This design comes from an exercise in tuning for small area and a short achievable clock period on the open sky130 flow, not from production work. No activity file was given, so power comes from the tool's default toggle rates.

## xenon
==> flow/design.v <==
module lzc54(input [53:0] x, output [5:0] n);
    wire [63:0] v = {x, 10'h3ff};    
    wire [31:0] z1;        
    wire [31:0] c1;        
    genvar i;
    generate
        for (i = 0; i < 32; i = i + 1) begin : l1
            assign z1[i] = ~(v[2*i+1] | v[2*i]);
            assign c1[i] = ~v[2*i+1];
        end
    endgenerate
    wire [15:0] z2; wire [31:0] c2;
    generate
        for (i = 0; i < 16; i = i + 1) begin : l2
            assign z2[i] = z1[2*i+1] & z1[2*i];
            assign c2[2*i+1:2*i] = z1[2*i+1] ? {1'b1, c1[2*i]} : {1'b0, c1[2*i+1]};
        end
    endgenerate
    wire [7:0] z3; wire [23:0] c3;
    generate
        for (i = 0; i < 8; i = i + 1) begin : l3
            assign z3[i] = z2[2*i+1] & z2[2*i];
            assign c3[3*i+2:3*i] = z2[2*i+1] ? {1'b1, c2[4*i+1:4*i]} : {1'b0, c2[4*i+3:4*i+2]};
        end
    endgenerate
    wire [3:0] z4; wire [15:0] c4;
    generate
        for (i = 0; i < 4; i = i + 1) begin : l4
            assign z4[i] = z3[2*i+1] & z3[2*i];
            assign c4[4*i+3:4*i] = z3[2*i+1] ? {1'b1, c3[6*i+2:6*i]} : {1'b0, c3[6*i+5:6*i+3]};
        end
    endgenerate
    wire [1:0] z5; wire [9:0] c5;
    generate
        for (i = 0; i < 2; i = i + 1) begin : l5
            assign z5[i] = z4[2*i+1] & z4[2*i];
            assign c5[5*i+4:5*i] = z4[2*i+1] ? {1'b1, c4[8*i+3:8*i]} : {1'b0, c4[8*i+7:8*i+4]};
        end
    endgenerate
    assign n = z5[1] ? {1'b1, c5[4:0]} : {1'b0, c5[9:5]};
endmodule
module sigadd(input [52:0] t1, input [52:0] t3, input sub, output [53:0] sum);
    assign sum = {1'b0, t1} + ({1'b0, t3} ^ {54{sub}}) + {53'd0, sub};
endmodule
module dfa_pre(
    input  [63:0] a, input [63:0] b,
    output        s1,         
    output [10:0] e1,         
    output [51:0] m1,         
    output [52:0] t2,         
    output [5:0]  dsh,        
    output        sub,        
    output        inf,        
    output        lzero,      
    output        zsign       
);
    wire [62:0] ma = a[62:0], mb = b[62:0];
    wire swap = mb > ma;
    wire [10:0] ea = a[62:52], eb = b[62:52];
    wire [10:0] dab = ea - eb, dba = eb - ea;
    wire [10:0] d = swap ? dba : dab;
    assign s1  = swap ? b[63] : a[63];
    assign e1  = swap ? eb : ea;
    assign m1  = swap ? b[51:0] : a[51:0];
    assign t2  = swap ? {|ea, a[51:0]} : {|eb, b[51:0]};
    assign dsh = (|d[10:6]) ? 6'd63 : d[5:0];
    assign sub = a[63] ^ b[63];
    assign inf = (&ea) | (&eb);
    wire az = ~|ma, bz = ~|mb;
    assign lzero = az | bz;
    assign zsign = az & bz & b[63];
endmodule
module dfa_post(
    input         s1, input [10:0] e1, input [51:0] m1, input [52:0] t2,
    input  [5:0]  dsh, input sub, input inf, input lzero, input zsign,
    output [63:0] r
);
    wire [52:0] t1 = {|e1, m1};
    wire [52:0] t3 = t2 >> dsh;
    wire [53:0] sum;
    sigadd u_add(.t1(t1), .t3(t3), .sub(sub), .sum(sum));
    wire [5:0]  lz;
    lzc54 u_lzc(.x(sum), .n(lz));
    wire        zres = sum == 54'd0;
    wire [5:0]  sh = lzero ? 6'd1 : lz;
    wire [53:0] nrm = sum << sh;
    wire [10:0] e = e1 + 11'd1 - {5'd0, sh};
    assign r[63]    = ~inf & (zres ? zsign : s1);
    assign r[62:52] = inf ? 11'h7ff : (zres ? 11'd0 : e);
    assign r[51:0]  = {52{inf}} | nrm[52:1];
endmodule
module fp64_add(input clk, input [63:0] a, input [63:0] b, output reg [63:0] s);
    wire        s1_d, sub_d, inf_d, lzero_d, zsign_d;
    wire [10:0] e1_d;
    wire [51:0] m1_d;
    wire [52:0] t2_d;
    wire [5:0]  dsh_d;
    reg         s1_q, sub_q, inf_q, lzero_q, zsign_q;
    reg  [10:0] e1_q;
    reg  [51:0] m1_q;
    reg  [52:0] t2_q;
    reg  [5:0]  dsh_q;
    wire [63:0] r;
    dfa_pre  u_pre(.a(a), .b(b), .s1(s1_d), .e1(e1_d), .m1(m1_d), .t2(t2_d), .dsh(dsh_d),
                   .sub(sub_d), .inf(inf_d), .lzero(lzero_d), .zsign(zsign_d));
    dfa_post u_post(.s1(s1_q), .e1(e1_q), .m1(m1_q), .t2(t2_q), .dsh(dsh_q), .sub(sub_q),
                    .inf(inf_q), .lzero(lzero_q), .zsign(zsign_q), .r(r));
    always @(posedge clk) begin
        s1_q    <= s1_d;
        e1_q    <= e1_d;
        m1_q    <= m1_d;
        t2_q    <= t2_d;
        dsh_q   <= dsh_d;
        sub_q   <= sub_d;
        inf_q   <= inf_d;
        lzero_q <= lzero_d;
        zsign_q <= zsign_d;
        s       <= r;
    end
endmodule
clock: 30.0 ns
lec_check: 0
cap_margin: 20
core_margin: 2
core_utilization: 25
slew_margin: 20
run.sh (not shown) runs the stock make flow with config.mk's settings and CLKGATE_MAP_FILE= SYNTH_SCRIPT=/design/flow/synth_recipe.tcl, a recipe that flattens the netlist after the stock synthesis.
xenon went all the way through the flow, and no timing, DRC or antenna check failed.
### xenon -> violet
==> flow/flow/run.sh (new file) <==
#!/bin/bash
# Layout flow: the standard flow with an area-oriented ABC mapping script
# (flow/abc.script replaces ORFS's abc_speed.script; registers unchanged).
set -euo pipefail
cp -r "$FLOW_HOME/scripts" scripts_mod
cp flow/abc.script scripts_mod/abc_speed.script
bash standard.sh SCRIPTS_DIR="$PWD/scripts_mod" finish > standard.log 2>&1
==> flow/flow/abc.script (new file) <==
strash
dch
map -a
topo
stime -c
==> flow/standard.sh (new file) <==
#!/bin/bash
# synth_recipe.tcl (not shown) runs the flow's synth.tcl, then flattens the netlist and writes it again
# the make line also repeats each setting of config.mk as NAME=value (left out here)
make -C /OpenROAD-flow-scripts/flow DESIGN_CONFIG=/design/flow/config.mk WORK_HOME=/design/flow/orfs CLKGATE_MAP_FILE= SYNTH_SCRIPT=/design/flow/synth_recipe.tcl "${@:-finish}"
removed: flow/run.sh
==> comparison <==
| half-perimeter wire length after placement | lower: violet |. Looking at total track usage across xenon and violet, the one that comes out lower is violet. Synthesized cell count was lower in xenon than in violet. Looking at clock network power, violet sits about 4% above xenon. Cmp xenon and violet / clock period minus worst slack / lower: xenon. Summary: with xenon as the reference, number of cells in the finished layout apart from fillers in violet moved up by a few percent.
What maple does differently from violet at the input level:
==> flow/flow/abc.script <==
strash
dch -f
amap
topo
stime -c
Findings:
Of the two values seen for largest family of logic cells by synthesized area, compound AO/OA/AOI/OAI gates was produced by maple and simple AND/OR/NAND/NOR gates by violet. Delta (maple minus violet): mean post-synth cell area grew by 14%; via count shrank by about 1.2%; post-synthesis share of cell area spent on full adders, half adders and majority gates grew by 0.64 points. Diff violet -> maple | post-detailed-routing wire length | increase of 3.8%.
No run of this note included a check of the RTL's function; only the layout flow was run.

## port drivers added, routing unchanged
How much do the figures lean on ideal ports? The routed layouts below were timed once more, with nothing changed but the port constraints.
Step 1 sets driving cells, clkbuf_16 on the clock port and buf_2 on the other inputs (assumed; they add their load-dependent delay and slew).
Step 2, shift: input delay + t, output delay - t, t = (earliest + latest rising clock arrival at the registers) / 2. This alone moves slack from input paths to output paths.
a / b / c = no drivers / after step 1 / after step 2; a / b = the first two.
run	shift t [ns]	slack for setup (ns)	latest minus earliest clock arrival (ns)
xenon	0.548	18.918 / 18.958 / 18.410	0.021 / 0.020
violet	0.543	18.475 / 18.475 / 18.087	0.016 / 0.016
maple	0.522	17.566 / 17.566 / 17.566	0.012 / 0.012
After both steps every run listed still meets setup and hold. For xenon, which loses most, drivers alone change the setup slack by +0.040 ns; drivers and shift together by -0.508 ns.
